What follows belongs to an exercise in optimizing a design on an open flow for small area; a production flow would make more cautious choices.
At most, simulation tests tie the RTL to the original design; equivalence was not proved.
The clock port is modelled as an ideal driver; clocking choices that lean on that would not hold on a real chip.

== the reference run ==
==> flow/design.v (excerpt) <==
module maxer(
    input clk,
    input rst,
    input maxing,
    input [784-1:0] ips_gen_out,
    output reg start_ips_gen,
    output reg next_ips_gen,
    output reg maxer_valid,
    output [24-1:0] threshold
    );
  wire s1, c2;
  fa u_s1 (.a(ips_gen_out[0]), .b(ips_gen_out[1]), .c(ips_gen_out[2]), .s(s1), .co(c2));
  wire s3, c4;
  fa u_s3 (.a(ips_gen_out[3]), .b(ips_gen_out[4]), .c(ips_gen_out[5]), .s(s3), .co(c4));
  wire s5, c6;
  fa u_s5 (.a(ips_gen_out[6]), .b(ips_gen_out[7]), .c(ips_gen_out[8]), .s(s5), .co(c6));
  wire s7, c8;
  fa u_s7 (.a(ips_gen_out[9]), .b(ips_gen_out[10]), .c(ips_gen_out[11]), .s(s7), .co(c8));
  wire s9, c10;
  fa u_s9 (.a(ips_gen_out[12]), .b(ips_gen_out[13]), .c(ips_gen_out[14]), .s(s9), .co(c10));
  wire s11, c12;
  fa u_s11 (.a(ips_gen_out[15]), .b(ips_gen_out[16]), .c(ips_gen_out[17]), .s(s11), .co(c12));
  wire s13, c14;
  ...
clock: 7.0 ns
lec_check: 0
cap_margin: 20
core_margin: 2
core_utilization: 22
slew_margin: 20
synth_hierarchical: 1
standard.sh (not shown) runs the stock make flow with config.mk's settings and CLKGATE_MAP_FILE= SYNTH_SCRIPT=/design/flow/synth_recipe.tcl, a recipe that flattens the netlist after the stock synthesis.
==> flow/flow/run.sh <==
#!/bin/bash
# Standard ORFS layout (the standard.sh, unchanged synthesis), with the
# port buffers made of the smallest buffer cell instead of the default pick.
set -euo pipefail
export BUFFER_PORTS_ARGS="-buffer_cell sky130_fd_sc_hd__buf_1"
bash standard.sh finish > flow_make.log 2>&1
Inputs modified between the reference run and the trial run:
# the reference run
export LEC_CHECK = 0
export CAP_MARGIN = 20
export CORE_MARGIN = 2
export CORE_UTILIZATION = 22
export SLEW_MARGIN = 20
export SYNTH_HIERARCHICAL = 1
create_clock -name core_clock -period 7.0 [get_ports {clk}]
# the trial run
export LEC_CHECK = 0
export CAP_MARGIN = 20
export CORE_MARGIN = 2
export CORE_UTILIZATION = 40
export SLEW_MARGIN = 20
export SYNTH_HIERARCHICAL = 1
create_clock -name core_clock -period 7.0 [get_ports {clk}]
==> flow/run.sh (new file) <==
#!/bin/bash
# synth_recipe.tcl (not shown) runs the flow's synth.tcl, then flattens the netlist and writes it again
# the make line also repeats each setting of config.mk as NAME=value (left out here)
make -C /OpenROAD-flow-scripts/flow DESIGN_CONFIG=/design/flow/config.mk WORK_HOME=/design/flow/orfs CLKGATE_MAP_FILE= SYNTH_SCRIPT=/design/flow/synth_recipe.tcl finish
removed: flow/flow/run.sh
removed: flow/standard.sh
## What came out
The trial run is listed as incomplete: the tool reported an error in I/O pin placement (3_2_place_iop) and the run ended there. Summary of the trial run over the reference run: initial core utilization rose by 18 points; synthesized area stayed essentially flat. Comparing the reference run against the trial run, there is no change at all in synthesized cell count. Delta (the trial run minus the reference run): number of cell rows went down; die extent in x shrank by about 25%; chip height dropped about 25%; post-synthesis register bit count closely matched the old numbers.

* * *

Another version of the RTL of maxer (not shown whole).
Size: about 1100 cells after synthesis, about 58 flip-flops, roughly 810 I/O pins, ~19000 um^2 of cells after synthesis.
export LEC_CHECK = 0
export CAP_MARGIN = 20
export CORE_MARGIN = 2
export CORE_UTILIZATION = 22
export SLEW_MARGIN = 20
export SYNTH_HIERARCHICAL = 1
create_clock -name core_clock -period 7.0 [get_ports {clk}]
==> flow/flow/run.sh <==
#!/bin/bash
# Standard ORFS layout (the standard.sh, unchanged synthesis), with
# - the port buffers made of the smallest buffer cell instead of the default pick,
set -euo pipefail
export BUFFER_PORTS_ARGS="-buffer_cell sky130_fd_sc_hd__buf_1"
L=orfs/logs/sky130hd/maxer/base

bash standard.sh place > make_place.log 2>&1
for buf in clkbuf_4 clkbuf_8 clkbuf_16; do
  export CTS_ARGS="-sink_clustering_enable -repair_clock_nets -root_buf sky130_fd_sc_hd__$buf -buf_list sky130_fd_sc_hd__$buf -dont_use_dummy_load"
  bash standard.sh cts > make_cts_$buf.log 2>&1
  openroad -no_init -exit flow/clk_slew.tcl > clk_slew_$buf.log 2>&1
  slew=$(awk '/^CLK_SLEW_PS/ {print $2}' clk_slew_$buf.log)
  echo "clock buffers $buf: worst flip-flop clock slew ${slew} ps"
  if awk -v s="$slew" 'BEGIN { exit !(s != "" && s <= 110) }'; then break; fi
  cp $L/4_1_cts.log cts_$buf.log || true
  bash standard.sh clean_cts > make_clean_cts_$buf.log 2>&1
done
bash standard.sh finish > make_finish.log 2>&1
==> flow/flow/clk_slew.tcl <==
# Worst slew at the flip-flop clock pins of the clock tree just built.
set P $::env(FLOW_HOME)/platforms/sky130hd
read_liberty $P/lib/sky130_fd_sc_hd__tt_025C_1v80.lib
read_db orfs/results/sky130hd/maxer/base/4_cts.odb
read_sdc orfs/results/sky130hd/maxer/base/4_cts.sdc
source $P/setRC.tcl
set_propagated_clock [all_clocks]
estimate_parasitics -placement
set mx 0
foreach p [get_pins -hierarchical */CLK] {
  set s [get_property $p slew_max]
  if { $s > $mx } { set mx $s }
}
puts "CLK_SLEW_PS [expr { $mx * 1000.0 }]"
The first run ran to the end with no violations.
Next try:
==> flow/flow/run.sh (replaced) <==
#!/bin/bash
# Standard ORFS layout (the standard.sh, unchanged synthesis), with
# - the port buffers made of the smallest buffer cell instead of the default pick,
# - a clock tree of mid-size clock buffers and no dummy loads.
set -euo pipefail
export BUFFER_PORTS_ARGS="-buffer_cell sky130_fd_sc_hd__buf_1"
export CTS_ARGS="-sink_clustering_enable -sink_clustering_size 10 -sink_clustering_max_diameter 60 -repair_clock_nets -root_buf sky130_fd_sc_hd__clkbuf_8 -buf_list sky130_fd_sc_hd__clkbuf_8 -dont_use_dummy_load"
bash standard.sh finish > flow_make.log 2>&1
removed: flow/flow/clk_slew.tcl
Effect:
- The new run passed the timing, design-rule and antenna checks
- first-iteration DRC count stays the same
- global-route usage is unchanged
- fmax stays the same
- cell count stays the same
- worst setup slack does not change
No functional check of the RTL was part of any run of this note.

==> static timing again, ports no longer ideal <==
How much do the figures lean on ideal ports? The routed layouts below were timed once more, with nothing changed but the port constraints.
Step 1: set_driving_cell puts a clkbuf_16 on clk and a buf_2 on each other input, an assumption about the parent block.
Step 2 also shifts input and output timing later by t, the mid clock arrival at the registers, as if the neighbouring blocks saw the same clock.
Three values: ideal, step 1, step 2; two values: the first two.
run | t, ns | setup slack, ns | worst setup path at the end | worst slew at a driven data input, ns
the reference run | 0.360 | 0.107 / 0.123 / -0.237 | input to register | 0.14
the first run of note 2 | 0.371 | 0.266 / 0.279 / -0.092 | input to register | 0.17
the second run of note 2 | 0.371 | 0.266 / 0.279 / -0.092 | input to register | 0.17
Met with ideal ports but missed after step 2: setup timing in every run listed.
